From an optimization exercise on the open Yosys and OpenROAD flow, aimed at small area and a short achievable clock period; shortcuts taken in it are not production practice.
Function was checked by simulation only, so behaviour that the tests miss may differ from the original.
Power and IR drop assume default switching activity.

<file path="design/flow/design.v">
typedef union packed {
    logic [7:0][7:0] byte_level;
    logic [3:0][15:0] half_level;
    logic [1:0][31:0] word_level;
} EXAMPLE_CACHE_BLOCK;
typedef enum logic [3:0] {
	INST_ADDR_MISALIGN  = 4'h0,
	INST_ACCESS_FAULT   = 4'h1,
	ILLEGAL_INST        = 4'h2,
	BREAKPOINT          = 4'h3,
	LOAD_ADDR_MISALIGN  = 4'h4,
	LOAD_ACCESS_FAULT   = 4'h5,
	STORE_ADDR_MISALIGN = 4'h6,
	STORE_ACCESS_FAULT  = 4'h7,
	ECALL_U_MODE        = 4'h8,
	ECALL_S_MODE        = 4'h9,
	NO_ERROR            = 4'ha,  
	ECALL_M_MODE        = 4'hb,
	INST_PAGE_FAULT     = 4'hc,
	LOAD_PAGE_FAULT     = 4'hd,
	HALTED_ON_WFI       = 4'he,  
	STORE_PAGE_FAULT    = 4'hf
} EXCEPTION_CODE;
typedef enum logic [5:0] {
	ALU_ADD     = 6'h00,
	ALU_SUB     = 6'h01,
	ALU_SLT     = 6'h02,
	ALU_SLTU    = 6'h03,
	ALU_AND     = 6'h04,
	ALU_OR      = 6'h05,
	ALU_XOR     = 6'h06,
	ALU_SLL     = 6'h07,
	ALU_SRL     = 6'h08,
	ALU_SRA     = 6'h09,
	MULT_MUL     = 6'h0a,
	MULT_MULH    = 6'h0b,
	MULT_MULHSU  = 6'h0c,
	MULT_MULHU   = 6'h0d,
	BTU_BEQ		= 6'h0e,
	BTU_BNE 	= 6'h0f,
	BTU_BLT		= 6'h10,
	BTU_BGE		= 6'h11,
	BTU_BLTU	= 6'h12,
	BTU_BGEU	= 6'h13,
	BTU_JAL		= 6'h14,
	BTU_JALR	= 6'h15,
	LS_LOAD         = 6'h16,
	LS_LOADU        = 6'h17,
	LS_STORE        = 6'h18
} INSN_FUNC;
typedef enum logic [1:0] {
	FU_LSU    		= 2'b00,  
	FU_MULT     	= 2'b01,  
	FU_BTU     		= 2'b10,  
	FU_ALU     		= 2'b11  
} FUNC_UNIT;
typedef struct packed {
    logic unsigned [5-1:0] src1;
    logic unsigned [5-1:0] src2;
    logic unsigned [5-1:0] dest;
} ARCH_REG;
typedef union packed {
	logic [31:0] inst;
	struct packed {
		logic [6:0] funct7;
		logic [4:0] rs2;
		logic [4:0] rs1;
		logic [2:0] funct3;
		logic [4:0] rd;
		logic [6:0] opcode;
	} r;  
	struct packed {
		logic [11:0] imm;
		logic [4:0]  rs1;  
		logic [2:0]  funct3;
		logic [4:0]  rd;   
		logic [6:0]  opcode;
	} i;  
	struct packed {
		logic [6:0] off;  
		logic [4:0] rs2;  
		logic [4:0] rs1;  
		logic [2:0] funct3;
		logic [4:0] set;  
		logic [6:0] opcode;
	} s;  
	struct packed {
		logic       of;  
		logic [5:0] s;    
		logic [4:0] rs2; 
		logic [4:0] rs1; 
		logic [2:0] funct3;
		logic [3:0] et;  
		logic       f;   
		logic [6:0] opcode;
	} b;  
	struct packed {
		logic [19:0] imm;
		logic [4:0]  rd;
		logic [6:0]  opcode;
	} u;  
	struct packed {
		logic       of;  
		logic [9:0] et;  
		logic       s;   
		logic [7:0] f;	 
		logic [4:0] rd;  
		logic [6:0] opcode;
	} j;   
} INST;  
typedef enum logic [1:0] {
	BUS_NONE     = 2'h0,
	BUS_LOAD     = 2'h1,
	BUS_STORE    = 2'h2
} BUS_COMMAND;
`timescale 1ns/100ps
module multiplier #(
	parameter N = 8
) (
				input clock, reset,
				input unsigned [63:0] mcand, mplier,
				input [6-1:0] insn_tag_in,
				input [6-1:0] result_tag_in,
				input start,
				output [63:0] product,
				output [6-1:0] insn_tag,
				output [6-1:0] result_tag,
				output done
			);
  logic [63:0] mcand_out, mplier_out;
  logic [((N-1)*64)-1:0] internal_products, internal_mcands, internal_mpliers; 
  logic [((N-1)*6)-1:0] internal_insn_tags, internal_result_tags;
  logic [(N-2):0] internal_dones;
	mult_stage #(N) mstage [(N-1):0]  (
		.clock(clock),
		.reset(reset),
		.product_in({internal_products,64'h0}),
		.mplier_in({internal_mpliers,mplier}),
		.mcand_in({internal_mcands,mcand}),
		.insn_tag_in({internal_insn_tags, insn_tag_in}),
		.result_tag_in({internal_result_tags, result_tag_in}),
		.start({internal_dones,start}),
		.product_out({product,internal_products}),
		.mplier_out({mplier_out,internal_mpliers}),
		.mcand_out({mcand_out,internal_mcands}),
		.insn_tag_out({insn_tag, internal_insn_tags}),
		.result_tag_out({result_tag, internal_result_tags}),
		.done({done,internal_dones})
	);
endmodule
module mult_stage #(
	parameter N = 8
) (
					input clock, reset, start,
					input [63:0] product_in, mplier_in, mcand_in,
					input [6-1:0] insn_tag_in,
					input [6-1:0] result_tag_in,
					output logic done,
					output logic [63:0] product_out, mplier_out, mcand_out,
					output logic [6-1:0] insn_tag_out,
					output logic [6-1:0] result_tag_out
				);
	localparam M = 64 / N;
	logic [63:0] prod_in_reg, partial_prod_reg;
	logic [63:0] partial_product, next_mplier, next_mcand;
	assign product_out = prod_in_reg + partial_prod_reg;
	assign partial_product = mplier_in[M-1:0] * mcand_in;
	assign next_mplier = mplier_in >> M;
	assign next_mcand = mcand_in << M;
	always_ff @(posedge clock) begin
		prod_in_reg      <= product_in;
		partial_prod_reg <= partial_product;
		mplier_out       <= next_mplier;
		mcand_out        <= next_mcand;
		insn_tag_out	 <= insn_tag_in;
		result_tag_out	 <= result_tag_in;
	end
	always_ff @(posedge clock) begin
		if(reset)
			done <= 1'b0;
		else
			done <= start;
	end
endmodule
</file>
<file path="design/flow/run.sh">
#!/bin/bash
# synth_recipe.tcl (not shown) runs the flow's synth.tcl, then flattens the netlist and writes it again
# the make line also repeats each setting of config.mk as NAME=value (left out here)
make -C /OpenROAD-flow-scripts/flow DESIGN_CONFIG=/design/flow/config.mk WORK_HOME=/design/flow/orfs CLKGATE_MAP_FILE= SYNTH_SCRIPT=/design/flow/synth_recipe.tcl finish
</file>
<file path="design/flow/config.mk">
export PLATFORM = sky130hd
export DESIGN_NAME = multiplier
export DESIGN_NICKNAME = multiplier
export VERILOG_FILES = /design/flow/design.v
export SDC_FILE = /design/flow/constraint.sdc
export NUM_CORES = 4
export LEC_CHECK = 0
export CAP_MARGIN = 20
export CORE_MARGIN = 2
export CORE_UTILIZATION = 40
export SLEW_MARGIN = 20
</file>
<file path="design/flow/constraint.sdc">
create_clock -name core_clock -period 6.0 [get_ports {clock}]
set_input_delay 1.2000 -clock core_clock [delete_from_list [all_inputs] [get_ports {clock}]]
set_output_delay 1.2000 -clock core_clock [all_outputs]
set_load 0.01 [all_outputs]
</file>
==> flow_summary.rst <==
.. list-table::
   :header-rows: 1

   * - Metric
     - Value
   * - Tightest Hold Check Type
     - flip-flop to flip-flop
   * - I/O pins
     - 220
   * - Wire length of the first global-routing pass
     - between 300 and 400 mm
   * - Achievable clock frequency
     - between 150 and 200 MHz
   * - Setup repair after global routing missed its margin
     - true
   * - Placement Rows
     - 180
   * - Largest area contributor in the synthesized netlist
     - sky130_fd_sc_hd__fa_1
   * - Run status
     - no timing/DRC/antenna violations
   * - Post-synth EDFFs
     - 0
   * - Per-cell via count in the routed design
     - 4.94
   * - Post-synth design cell area
     - 96900 um^2
   * - Cells after synthesis
     - around 9700
   * - Flip-flop count of the largest register after layout
     - 448
   * - Worst-margin pin slew
     - between 0.9 and 1 ns
   * - Buffers added on ports
     - approximately 220
   * - Hold Buf Count CTS
     - 0
   * - Seq/Total Area, Yosys
     - 26.6%
   * - TritonCTS Buffers
     - 150
   * - Chip height
     - around 500 um
   * - Number of max-cap violations
     - 0
   * - Largest voltage drop on the vdd net
     - ~0.35 mV
   * - Synth async-reset ratio
     - 0%
   * - Sort of element at the start of the critical path
     - input port
   * - Synthesis-to-layout area growth
     - 16.0%
   * - Library cell used as clock root buffer
     - sky130_fd_sc_hd__clkbuf_16
   * - Cell area after placement
     - approximately 110000 um^2
   * - Starting DRC count in detailed routing
     - approximately 3300
   * - Final number of setup-violating endpoints
     - 0
   * - Die Area
     - approximately 250000 um^2
   * - Delay contributed by the slowest stage of the critical path
     - approximately 0.54 ns
   * - # H-tree levels
     - 4
   * - Clock-pin slew of the registers on the worst-case setup and hold paths
     - about 0.06 ns
   * - XOR/XNOR Fraction of Synth Area
     - approximately 4.6%
   * - Post-synthesis compound-gate area fraction
     - between 8 and 9%
   * - Leakage component of the power
     - approximately 52 nW
   * - Number of sinks handled by clock tree synthesis
     - between 1000 and 1500
   * - Layout Skew
     - 0.0541 ns
   * - Most instantiated cells after synthesis
     - sky130_fd_sc_hd__and2_1 (1506), sky130_fd_sc_hd__fa_1 (1447), sky130_fd_sc_hd__dfxtp_1 (1288)
   * - Layout Cell Area excl Fill
     - between 100000 and 150000 um^2
   * - Via count
     - 67400
   * - Starting density of the core
     - around 40%
   * - Synthesized netlist net count
     - 11800
   * - Largest fanout on the critical path
     - 7
   * - Total core area
     - between 200000 and 250000 um^2
   * - Final critical-path share of the clock period
     - between 90% and 100%
   * - Clock tree from TritonCTS
     - done
   * - Crit path required time
     - 6.68 ns
   * - Normalized max-slew margin
     - 34.0%
   * - Worst-path cell with the longest stage delay
     - sky130_fd_sc_hd__fa_1
   * - Period minus WS final
     - between 5 and 6 ns
   * - DRC violations left
     - 0
   * - Kind of capture point of the worst setup path
     - flip-flop
   * - Post-route ant nets
     - 0
   * - Global-route usage over all layers
     - 19.7%
   * - YS warnings
     - 1
   * - Most Frequent Cell on Critical Path
     - sky130_fd_sc_hd__fa_1
   * - Count of distinct cell types in the synthesized netlist
     - slightly above 90
   * - FF-to-FF setup slack
     - between 0.2 and 0.25 ns
   * - Number of global-route vias before repair
     - around 73000
   * - Most common flop cell mapped by yosys
     - sky130_fd_sc_hd__dfxtp_1
   * - Beginning of the critical path
     - mplier[5]
   * - Detailed-route wire length
     - 240 mm
   * - Clock Latency Late Sink
     - approximately 0.81 ns
   * - Weighted congestion at the end of routability-driven global placement
     - about 0.91
   * - Dominant cells by area after synthesis
     - sky130_fd_sc_hd__fa_1 (30%), sky130_fd_sc_hd__dfxtp_1 (27%), sky130_fd_sc_hd__and2_1 (9.7%)
   * - Die width
     - roughly 500 um
   * - Fraction of layout instances using a drive strength above 1
     - 9.31%
   * - Avg Synthesized Cell Area
     - ~10 um^2
   * - Power density of the placed cells
     - between 500 and 600 nW/um^2
   * - Pin count of the biggest net entering global routing
     - between 40 and 50
   * - GR Overflow Total
     - 0
   * - Worst setup path endpoint
     - mstage[0].partial_prod_reg[61]$_DFF_P_
   * - Simple-gate share of the synthesized area
     - between 10% and 20%
   * - Fill cell count
     - approximately 22000
   * - Drt wl/cell
     - 17.6 um
   * - CP Class
     - input port to flip-flop
   * - Reg-to-Reg Start
     - mstage[1].mplier_out[2]$_DFF_P_
   * - Slew Viols, Final
     - 0
   * - Synthesized-area fraction occupied by adder cells
     - between 30% and 40%
   * - Clock buffer depth
     - 3
   * - Dpl hpwl
     - roughly 190 mm
   * - Detailed Routing Iterations Pass 1
     - 5
   * - Final layout net count
     - about 12000
   * - Area share of the largest cell type after synthesis
     - between 20% and 30%
   * - Path depth of the worst reg2reg path
     - 21
   * - Combinational family with the most area after synthesis
     - adder cells
   * - Tightest hold margin
     - approximately 0.3 ns
   * - Dominant cell by count in the synthesized netlist
     - sky130_fd_sc_hd__and2_1
   * - Fin. Hold Viols
     - 0
   * - Arrival time reported for the critical path endpoint
     - ~6.6 ns
   * - #FFs+latches synth
     - approximately 1300
   * - Initial antenna violation count
     - 9
   * - Multiplexer share of the synthesized area
     - less than 1%
   * - Worst R2R End
     - mstage[2].partial_prod_reg[62]$_DFF_P_
==> routing by layer <==
layer	global-route usage [%]	wire, um	up-vias
met4	5.69	6750	6
met2	34.2	117000	1432
met3	2.90	10900	379
met5	0	35	-
met1	25.5	105000	33900
li1	-	-	31600
==> through the flow <==
| step | setup TNS [ns] | setup slack, ns | instances | power [W] | utilization [%] |
|---|---|---|---|---|---|
| 2_1_floorplan | -0.0136 | -0.0136 | 9673 | 0.0416 | - |
| 3_3_place_gp | -29.76 | -1.04 | 13300 | 0.0535 | 44.1 |
| 3_5_place_dp | -32.87 | -1.19 | 13300 | 0.0542 | 44.1 |
| 4_1_cts | -0.0245 | -0.0245 | 13600 | 0.0648 | 46.5 |
| 5_1_grt | -0.0812 | -0.0547 | 13600 | 0.0705 | 46.7 |
| 6_report | 0 | 0.106 | 13600 | 0.0647 | 46.7 |
==> power breakdown <==
group,internal (W),switching (W),total (W)
clock,0.00607,0.00388,0.00994
sequential,0.0119,0.00141,0.0133
combinational,0.0193,0.0222,0.0415
total,0.0372,0.0275,0.0647
==> timing repair <==
item	CTS	global route
gates resized for setup	51	119
setup buffers	8	18
hold endpoints to repair	0	0
pin swaps	14	42
setup endpoints to repair	16	30
gates cloned	6	1
==> worst min path at each step <==
stage / from / endpoint / slack, ns / cells past startpoint
2_1_floorplan: mstage[0].insn_tag_out[0]$_DFF_P_ / mstage[1].insn_tag_out[0]$_DFF_P_ / 0.31 / 0
3_3_place_gp: mstage[2].insn_tag_out[1]$_DFF_P_ / mstage[3].insn_tag_out[1]$_DFF_P_ / 0.31 / 0
3_5_place_dp: mstage[4].prod_in_reg[3]$_DFF_P_ / mstage[5].prod_in_reg[3]$_DFF_P_ / 0.31 / 0
4_1_cts: mstage[1].insn_tag_out[4]$_DFF_P_ / mstage[2].insn_tag_out[4]$_DFF_P_ / 0.29 / 0
5_1_grt: mstage[1].insn_tag_out[4]$_DFF_P_ / mstage[2].insn_tag_out[4]$_DFF_P_ / 0.31 / 0
6_report: mstage[4].prod_in_reg[20]$_DFF_P_ / mstage[5].prod_in_reg[20]$_DFF_P_ / 0.30 / 0
==> cell usage in the layout, fill, tap and decap left out, drive strengths merged, types with 209 or more instances in the layout <==
master and count:
a21o 248, a21oi 384, and2 1506, buf 587, dfxtp 1288, fa 1447
ha 569, inv 1272, nand2 801, nor2 251, o21ai 209, xnor2 382
==> cell type report <==
type	instances	area, um^2	share of cell area, %
multi-input combinational	6806	65300	58.1
clock inverter	83	1300	1.16
timing repair buffer	805	7090	6.31
tap	3185	3990	3.55
sequential	1288	25800	22.9
antenna	7	17.5	0.0156
inverter	1258	4720	4.20
clock buffer	193	4180	3.72
==> worst max-delay path, delay by kind of cell <==
family,cells,cell delay [ns]
compound gates,10,1.79
buf+inv,8,0.94
xor+xnor,1,0.14
simple gates,1,0.14
fa+ha+maj,5,2.34
==> cells by family after synthesis <==
kind of cell | after synthesis
simple gates | 3024
fa+ha+maj | 2016
buf+inv | 1579
flops | 1288
compound gates | 1247
xor+xnor | 514
mux | 5

==> re-timing with driven ports <==
In the flow no input, the clock included, has a driving cell. The finished layout below was timed again as built, in two steps. Step 1, drivers: a clkbuf_16 drives clock and a buf_2 each remaining input, both assumed. Step 2 adds t to the input delays and takes it off the output delays; t is the mean of the earliest and latest rising clock arrival at the registers after step 1. Input paths then give back, and output paths get back, about the clock's delay inside the block. Slacks: ideal ports / drivers / drivers and shift; pairs: ideal ports / drivers.
t (ns): 0.875
setup slack, ns: 0.106 / 0.162 / -0.714
hold slack, ns: 0.301 / 0.301 / 0.301
worst data-port slew with drivers (ns): 0.17
Met with ideal ports but missed after step 2: setup timing in this run. For this run, drivers alone change the setup slack by +0.056 ns; drivers and shift together by -0.820 ns.
